Background: an optimization exercise with open tools, aiming at small area. Do not read the settings as production practice.
Where RTL was checked, it was by simulation tests only, not by an equivalence proof against the original.

## rev 12
## FFT_8pt
module FFT_8pt(
    input clk, reset,
    input [11:0] real_in, imag_in,
    input [2:0] addr_real, addr_imag,
    input wr_en_real, wr_en_imag,
    output [23:0] fft_real_out, fft_imag_out
);
    reg [95:0] real_mem, imag_mem;
    reg [2:0] read_addr_real, read_addr_imag;
    integer a;
    always @(posedge clk) begin
        for (a = 0; a < 8; a = a + 1) begin
            if (wr_en_real && addr_real == a) real_mem[a*12 +: 12] <= {~real_in[11], real_in[10:0]};
            if (wr_en_imag && addr_imag == a) imag_mem[a*12 +: 12] <= {~imag_in[11], imag_in[10:0]};
        end
        if (!wr_en_real) read_addr_real <= addr_real;
        if (!wr_en_imag) read_addr_imag <= addr_imag;
    end
    wire [11:0] mr = real_mem[read_addr_real*12 +: 12];
    wire [11:0] mi = imag_mem[read_addr_imag*12 +: 12];
    reg [2:0] k;
    reg run;
    always @(posedge clk or posedge reset) begin
        if (reset) begin
            k <= 3'd0;
            run <= 1'b0;
        end else begin
            k <= k + 3'd1;
            if (k == 3'd7) run <= 1'b1;
  ...
For scale: ~1300 cells after synthesis, about 82 I/O pins, about 0.020 mm2 of cells after synthesis.
clock: 16.0 ns
lec_check: 0
cap_margin: 10
core_margin: 2
core_utilization: 65
slew_margin: 10
synth_hierarchical: 1
standard.sh (not shown) runs the stock make flow with config.mk's settings and CLKGATE_MAP_FILE= SYNTH_SCRIPT=/design/flow/synth_recipe.tcl, a recipe that flattens the netlist after the stock synthesis.
==> flow/flow/run.sh <==
#!/bin/bash
# Standard layout, with these changes: ports are buffered with the smallest
# buffer; the clock tree uses clkbuf_4 leaves and no dummy loads; buffers
# that synthesis added are removed and its upsized cells set back to drive 1
# after floorplanning (repair_design and repair_timing resize as needed).
set -euo pipefail
export BUFFER_PORTS_ARGS="-buffer_cell sky130_fd_sc_hd__buf_1"
export CTS_ARGS="-sink_clustering_enable -repair_clock_nets -dont_use_dummy_load -sink_clustering_size 9 -sink_clustering_max_diameter 45 -buf_list sky130_fd_sc_hd__clkbuf_4 -root_buf sky130_fd_sc_hd__clkbuf_8"
export REMOVE_ABC_BUFFERS=1
export POST_FLOORPLAN_TCL="$PWD/flow/downsize.tcl"
bash standard.sh > standard.log 2>&1
==> flow/flow/downsize.tcl <==
# Set every combinational cell to the smallest-area drive strength of the
# same cell, and let placement's repair_design and repair_timing size back up
# what the layout needs.
set db [ord::get_db]
set block [ord::get_db_block]
set n 0
foreach inst [$block getInsts] {
  set m [$inst getMaster]
  set name [$m getName]
  if {![regexp {^(sky130_fd_sc_hd__[a-z0-9]+)_([0-9]+)$} $name -> base drv]} { continue }
  if {[string match "*__df*" $base] || [string match "*__edf*" $base] \
      || [string match "*clk*" $base] || [string match "*conb*" $base]} { continue }
  set best $m
  set barea [expr {[$m getWidth] * [$m getHeight]}]
  foreach d {0 1 2} {
    set c [$db findMaster ${base}_$d]
    if {$c == "NULL" || $c == ""} { continue }
    set a [expr {[$c getWidth] * [$c getHeight]}]
    if {$a < $barea} { set best $c; set barea $a }
  }
  if {$best != $m} {
    $inst swapMaster $best
    incr n
  }
}
puts "downsize.tcl: $n instances resized"
Although it ran to completion, rev 12 produced a layout that fails the final checks because of setup timing.
What rev 13 does differently from rev 12 at the input level:
--- a/flow/design.v
+++ b/flow/design.v
@@ -244,27 +244,27 @@
     fft_pmx upi6 (.r(run), .p(p0i[6]), .dn(c164), .y(pei[6]));
     fft_pmx upi7 (.r(run), .p(p0i[7]), .dn(c166), .y(pei[7]));
     fft_pmx upi8 (.r(run), .p(p0i[8]), .dn(c168), .y(pei[8]));
     fft_pmx upi9 (.r(run), .p(p0i[9]), .dn(c170), .y(pei[9]));
     fft_pmx upi10 (.r(run), .p(p0i[10]), .dn(c172), .y(pei[10]));
     fft_pmx upi11 (.r(run), .p(p0i[11]), .dn(c174), .y(pei[11]));
     fft_pmx upi12 (.r(run), .p(p0i[12]), .dn(c175), .y(pei[12]));
-    wire [2:0] j = k;
+    wire [2:0] j = k + 3'd1;
     wire [7:0] tab_lp0r = 8'b11110000;
     wire [7:0] tab_lp2r = 8'b00111100;
     wire [7:0] tab_lp0i = 8'b01111000;
     wire [7:0] tab_lp2i = 8'b00011110;
-    wire [12:0] br0 = {prr[0], qrr[0][0] ^ tab_lp0r[j]};
-    wire [12:0] br2 = {prr[2], qrr[2][0] ^ tab_lp2r[j]};
-    wire [12:0] br1 = qrr[1];
-    wire [12:0] br3 = qrr[3];
-    wire [12:0] bi0 = {pri[0], qri[0][0] ^ tab_lp0i[j]};
-    wire [12:0] bi2 = {pri[2], qri[2][0] ^ tab_lp2i[j]};
-    wire [12:0] bi1 = qri[1];
-    wire [12:0] bi3 = qri[3];
+    wire [12:0] br0 = {prr[1], qrr[1][0] ^ tab_lp0r[j]};
+    wire [12:0] br2 = {prr[3], qrr[3][0] ^ tab_lp2r[j]};
+    wire [12:0] br1 = qrr[2];
+    wire [12:0] br3 = qer;
+    wire [12:0] bi0 = {pri[1], qri[1][0] ^ tab_lp0i[j]};
+    wire [12:0] bi2 = {pri[3], qri[3][0] ^ tab_lp2i[j]};
+    wire [12:0] bi1 = qri[2];
+    wire [12:0] bi3 = qei;
     wire odd = j[0];
     wire sn = ~j[0] & (j[1] ^ j[2]);
     wire t1 = j[0] & ~j[1];
     wire t3 = j[0] & j[1];
     wire snt1 = (~j[0] & (j[1] ^ j[2])) | (j[0] & ~j[1]);
     wire snt3 = (~j[0] & (j[1] ^ j[2])) | (j[0] & j[1]);
     wire [7:0] tab_cc0r = 8'b11111100;
@@ -720,16 +720,21 @@
     assign yi[17] = w595;
     assign yi[18] = w597;
     assign yi[19] = w599;
     assign yi[20] = w601;
     assign yi[21] = w603;
     assign yi[22] = w605;
     assign yi[23] = w607;
-    assign fft_real_out = yr;
-    assign fft_imag_out = yi;
+    reg [23:0] out_r, out_i;
+    always @(posedge clk) begin
+        out_r <= yr;
+        out_i <= yi;
+    end
+    assign fft_real_out = out_r;
+    assign fft_imag_out = out_i;
 endmodule
 module fft_fa(input a, b, c, output s, co);
     assign s = a ^ b ^ c;
     assign co = (a & b) | (a & c) | (b & c);
 endmodule
 module fft_mxn(input s, a, b, x, output y);
     assign y = (s ? b : a) ^ x;
Results
Rev 13 did not stop at any stage, and its layout met the timing, design-rule and antenna checks.
Average size of a mapped cell for rev 13: 2.9% up relative to rev 12
The higher final cycle utilization of the critical path of rev 13 and rev 12 is in rev 12.
The cell area of rev 13 falls short of that of rev 12 by 360 um2.
The higher clock insertion delay at the later pin of the skew report of rev 13 and rev 12 is in rev 13.
Worst setup slack was lower in the run labelled rev 12.
Compared with rev 12, in rev 13 number of fill cells went up 8.1%; buffer count excluding the clock tree in the final layout went down about 50%; layout clock buffer count went up 7; buffer count from post-CTS setup fixing went down 14.
When rev 13 is set beside rev 12, its violation count after the first detailed-route iteration turns out to be 81 larger.
For rev 12, only the layout was checked, not whether the RTL still works.

## re-timing with driven ports
Ports are ideal in the flow. The routed layouts listed here were re-timed in OpenROAD. Step 1 assumes that a clkbuf_16 drives the clock port and a buf_2 every other input. Step 2 adds t to the input delays and takes it off the output delays; t is the mean of the earliest and latest rising clock arrival at the registers after step 1. Input paths then give back, and output paths get back, about the clock's delay inside the block. a / b / c = ideal ports / drivers / drivers and shift; a / b = the first two.
| run | t, ns | setup WS [ns] | worst hold slack (ns) | slew at the worst register clock pin (ns) | worst data-port slew with drivers (ns) |
|---|---|---|---|---|---|
| rev 12 | 0.579 | -0.897 / -0.945 / -0.366 | 0.326 / 0.326 / 0.326 | 0.10 / 0.10 | 0.05 |
| rev 13 | 0.639 | 0.978 / 0.978 / 0.978 | 0.300 / 0.300 / 0.300 | 0.10 / 0.10 | 0.05 |
